Background: an optimization exercise with open tools, aiming at small area. Do not read the settings as production practice.
Function was checked by simulation only, so behaviour that the tests miss may differ from the original.
Power is estimated from default activity; no workload was simulated.

## ember
Design Top, start of the top module:
module Top(Rst, Clk, SW, Instr, LED);
input Rst, Clk;
input [2:0] SW;
input [31:0] Instr;
output reg [7:0] LED;
wire ZF, OF;
wire [31:0] tmp;
CPU x4(Rst, Clk, Instr, ZF, OF, tmp);
always @(*)
begin
	case (SW)
		3'b000: LED = tmp[7:0];
		3'b001: LED = tmp[15:8];
		3'b010: LED = tmp[23:16];
		3'b011: LED = tmp[31:24];
		3'b100: LED = {OF, ZF, 6'b000000};
		default: LED = 8'h00;
	endcase
end
endmodule
make LEC_CHECK=0 CAP_MARGIN=20 CORE_MARGIN=2 CORE_UTILIZATION=45 CTS_BUF_LIST=sky130_fd_sc_hd__clkbuf_8 CTS_CLUSTER_DIAMETER=50 CTS_CLUSTER_SIZE=12 PLACE_DENSITY=0.55 SETUP_SLACK_MARGIN=0.2 SLEW_MARGIN=20 finish   # period 14.0 ns
run.sh (not shown) runs the stock make flow with config.mk's settings and CLKGATE_MAP_FILE= SYNTH_SCRIPT=/design/flow/synth_recipe.tcl, a recipe that flattens the netlist after the stock synthesis.
Here is what was changed in the inputs of indigo compared with ember.
- a change of CTS_CLUSTER_SIZE from 12 to 8
- a change of CTS_BUF_LIST from sky130_fd_sc_hd__clkbuf_8 to sky130_fd_sc_hd__clkbuf_4
- a change of SETUP_SLACK_MARGIN from 0.2 to 0.1
- a change of CAP_MARGIN from 20 to 15
- a change of SLEW_MARGIN from 20 to 15
- a change of CORE_UTILIZATION from 45 to 55
- a change of CTS_CLUSTER_DIAMETER from 50 to 40
- a change of PLACE_DENSITY from 0.55 to 0.7
==> flow/flow/run.sh (new file) <==
#!/bin/bash
set -euo pipefail
cd "$(dirname "$0")/.."
rm -rf scripts_own
cp -r "$FLOW_HOME/scripts" scripts_own
cp flow/abc_area.script scripts_own/abc_speed.script
CTS="-sink_clustering_enable -repair_clock_nets -dont_use_dummy_load"
CTS="$CTS -buf_list sky130_fd_sc_hd__clkbuf_4 -sink_clustering_size 8 -sink_clustering_max_diameter 40"
BP="-inputs -outputs -buffer_cell sky130_fd_sc_hd__buf_1"
bash standard.sh SCRIPTS_DIR="$PWD/scripts_own" "CTS_ARGS=$CTS" "BUFFER_PORTS_ARGS=$BP" finish > own_flow.log 2>&1
==> flow/flow/abc_area.script (new file) <==
&get -n
&st
&dch -f
&nf -R 1000
&put
==> flow/standard.sh (new file) <==
#!/bin/bash
# synth_recipe.tcl (not shown) runs the flow's synth.tcl, then flattens the netlist and writes it again
# the make line also repeats each setting of config.mk as NAME=value (left out here)
make -C /OpenROAD-flow-scripts/flow DESIGN_CONFIG=/design/flow/config.mk WORK_HOME=/design/flow/orfs CLKGATE_MAP_FILE= SYNTH_SCRIPT=/design/flow/synth_recipe.tcl "${@:-finish}"
removed: flow/run.sh
==> results.txt <==
- indigo | stages: all done | timing, DRC, antenna: all pass
- indigo ends up with lower final area than ember does.
- | total stage count of the critical path | indigo vs ember | 26% higher |
- Looking only at multi-input gate share of the layout cell area, and setting everything else aside, the lower value of indigo and ember goes to indigo.
- Summary of indigo over ember: non-clock buffer count moved down, floorplan core area moved down.
- Netlist area before placement: indigo and ember compared, lower one is indigo
- Clock-buffer cell count (indigo vs. ember) increases by more than 10%
- Compared to ember, indigo was floorplanned on a smaller die.
- Changes observed in indigo relative to ember: wire length on met2 fell about 47%; overall power of the completed layout fell 1500 uW.

========
red:
Top, a different RTL version from the one above (not shown whole).
Size: about 2900 cells after synthesis, about 46000 um2 of cells after synthesis.
// Top
module Top(Rst, Clk, SW, Instr, LED);
input Rst, Clk;
input [2:0] SW;
input [31:0] Instr;
output reg [7:0] LED;
wire ZF, OF;
wire [31:0] tmp;
CPU x4(Rst, Clk, Instr, ZF, OF, tmp);
always @(*)
begin
	case (SW)
		3'b000: LED = tmp[7:0];
		3'b001: LED = tmp[15:8];
		3'b010: LED = tmp[23:16];
		3'b011: LED = tmp[31:24];
		3'b100: LED = {OF, ZF, 6'b000000};
		default: LED = 8'h00;
	endcase
end
endmodule
Settings: LEC_CHECK=0, CAP_MARGIN=15, CORE_MARGIN=2, CORE_UTILIZATION=52, CTS_BUF_LIST=sky130_fd_sc_hd__clkbuf_4, CTS_CLUSTER_DIAMETER=40, CTS_CLUSTER_SIZE=10, PLACE_DENSITY=0.65, SETUP_SLACK_MARGIN=0.0, SLEW_MARGIN=15; clock period 14.0 ns.
standard.sh (not shown) runs the stock make flow with config.mk's settings and CLKGATE_MAP_FILE= SYNTH_SCRIPT=/design/flow/synth_recipe.tcl, a recipe that flattens the netlist after the stock synthesis.
==> flow/flow/run.sh <==
#!/bin/bash
set -euo pipefail
cd "$(dirname "$0")/.."
rm -rf scripts_own
cp -r "$FLOW_HOME/scripts" scripts_own
cp flow/abc_area.script scripts_own/abc_speed.script
CTS="-sink_clustering_enable -repair_clock_nets -dont_use_dummy_load"
CTS="$CTS -buf_list sky130_fd_sc_hd__clkbuf_4 -sink_clustering_size 10 -sink_clustering_max_diameter 40"
BP="-inputs -outputs -buffer_cell sky130_fd_sc_hd__buf_1"
bash standard.sh SCRIPTS_DIR="$PWD/scripts_own" "CTS_ARGS=$CTS" "BUFFER_PORTS_ARGS=$BP" finish > own_flow.log 2>&1
==> flow/flow/abc_area.script <==
&get -n
&st
&dch -f
&nf -R 1000
&put
red: all stages complete, timing, DRC and antenna checks passed
The inputs of blue differ from those of red as listed below.
Settings: changing CORE_UTILIZATION from 52 to 50; changing PLACE_DENSITY from 0.65 to 0.6.
## What came out
As far as ratio of cells with drive above 1 in the final layout is concerned, blue and red perform about the same.
Compared with red, blue shows arrival time reported for the critical path endpoint lower by 0.23 ns.
Looking at ratio of final minimum period to clock period across blue and red, the one that comes out lower is blue.
Row worst setup slack after layout: blue higher / red lower
On combinational cell fraction of total power, blue and red are basically level.
Compared with red, blue supports a higher clock frequency.
Compared to red, the routing of blue uses more wire.
In blue the number of global-route vias before repair turned out 202 higher than in red.
CTS buffer count sits higher in blue than in red.
--- input diff blue..green ---
Settings: CORE_UTILIZATION changed from 50 to 55; PLACE_DENSITY changed from 0.6 to 0.7.
As far as XOR/XNOR share of the synthesized area goes, green and blue are indistinguishable; the numbers are identical.
In green, met1 layer wirelength in the final routing is lower than in blue.
Compared with blue, green shows a lower routed wire length.
When green is measured against blue, its logic depth of the worst register-to-register path turns out 1 lower.
[inputs] orange vs green
Settings: SETUP_SLACK_MARGIN changed from 0.0 to 0.1; CORE_UTILIZATION changed from 55 to 50; PLACE_DENSITY changed from 0.7 to 0.6; CTS_CLUSTER_SIZE changed from 10 to 8.
diff --git a/flow/flow/run.sh b/flow/flow/run.sh
--- a/flow/flow/run.sh
+++ b/flow/flow/run.sh
@@ -8 +8 @@
-CTS="$CTS -buf_list sky130_fd_sc_hd__clkbuf_4 -sink_clustering_size 10 -sink_clustering_max_diameter 40"
+CTS="$CTS -buf_list sky130_fd_sc_hd__clkbuf_4 -sink_clustering_size 8 -sink_clustering_max_diameter 40"
Findings:
Fraction of power consumed by combinational cells delta for orange relative to green: 0.3 points lower. orange finished every stage and its layout cleared the timing, DRC and antenna checks. orange vs green — worst IR drop on VDD dropped by a few percent. Comparing green and orange, the higher layout overhead on the synthesized area was measured on orange. Diff green and orange: switching power share of the total lower in green. orange vs green — worst path setup slack after routing rose 0.24 ns. Comparing green and orange, placer's final routability congestion estimate is higher on orange. Row net total in the final layout: orange higher / green lower. Cmp green and orange / number of search-and-repair iterations in the first detailed-routing pass / higher: green.
Changes in purple relative to orange:
Settings: swapping 0.6 for 0.7 in PLACE_DENSITY; swapping 50 for 55 in CORE_UTILIZATION.
[summary]
The global-route met2 utilization number comes out lower for orange vs purple. The cell area reported after detailed placement was comparable across purple and orange. Power per cell area in purple vs orange: down 0.50%. purple vs. orange: number of buffers inserted during clock tree synthesis now sits lower, portion of total power attributed to the clock network fell 0.7 points, routed wire length has decreased, leakage power summed over all cells level, worst-case setup margin in the final layout shows a reduction of 0.23 ns. Going from orange to purple, the number of standard cells in the layout, taps in and fillers out was found to have gone down by 121. Between purple and orange, the hold slack figures differ only marginally.

static timing again, ports no longer ideal:
Ports are ideal in the flow. The routed layouts listed here were re-timed in OpenROAD. Step 1 assumes that a clkbuf_16 drives the clock port and a buf_2 every other input. Step 2, shift: input delay + t, output delay - t, t = (earliest + latest rising clock arrival at the registers) / 2. This alone moves slack from input paths to output paths. Three values: ideal ports, drivers, drivers and shift; two values: the first two.
| run | t, ns | setup WS [ns] | worst setup path at the end | worst register clock-pin slew, ns | worst slew at a driven data input, ns |
|---|---|---|---|---|---|
| ember | 1.028 | 0.848 / 0.757 / 1.786 | register to output | 0.09 / 0.09 | 0.06 |
| indigo | 1.080 | 0.607 / 0.539 / 1.620 | register to output | 0.10 / 0.10 | 0.15 |
| red | 1.143 | 0.806 / 0.743 / 1.886 | register to output | 0.11 / 0.11 | 0.08 |
| blue | 1.141 | 1.043 / 0.970 / 2.111 | register to output | 0.11 / 0.11 | 0.07 |
| green | 1.066 | 0.933 / 0.868 / 1.934 | register to output | 0.12 / 0.12 | 0.04 |
| orange | 1.131 | 1.175 / 1.110 / 2.242 | register to output | 0.10 / 0.10 | 0.07 |
| purple | 1.095 | 0.943 / 0.873 / 1.968 | register to output | 0.10 / 0.10 | 0.04 |
After both steps setup and hold are still met in every run listed.
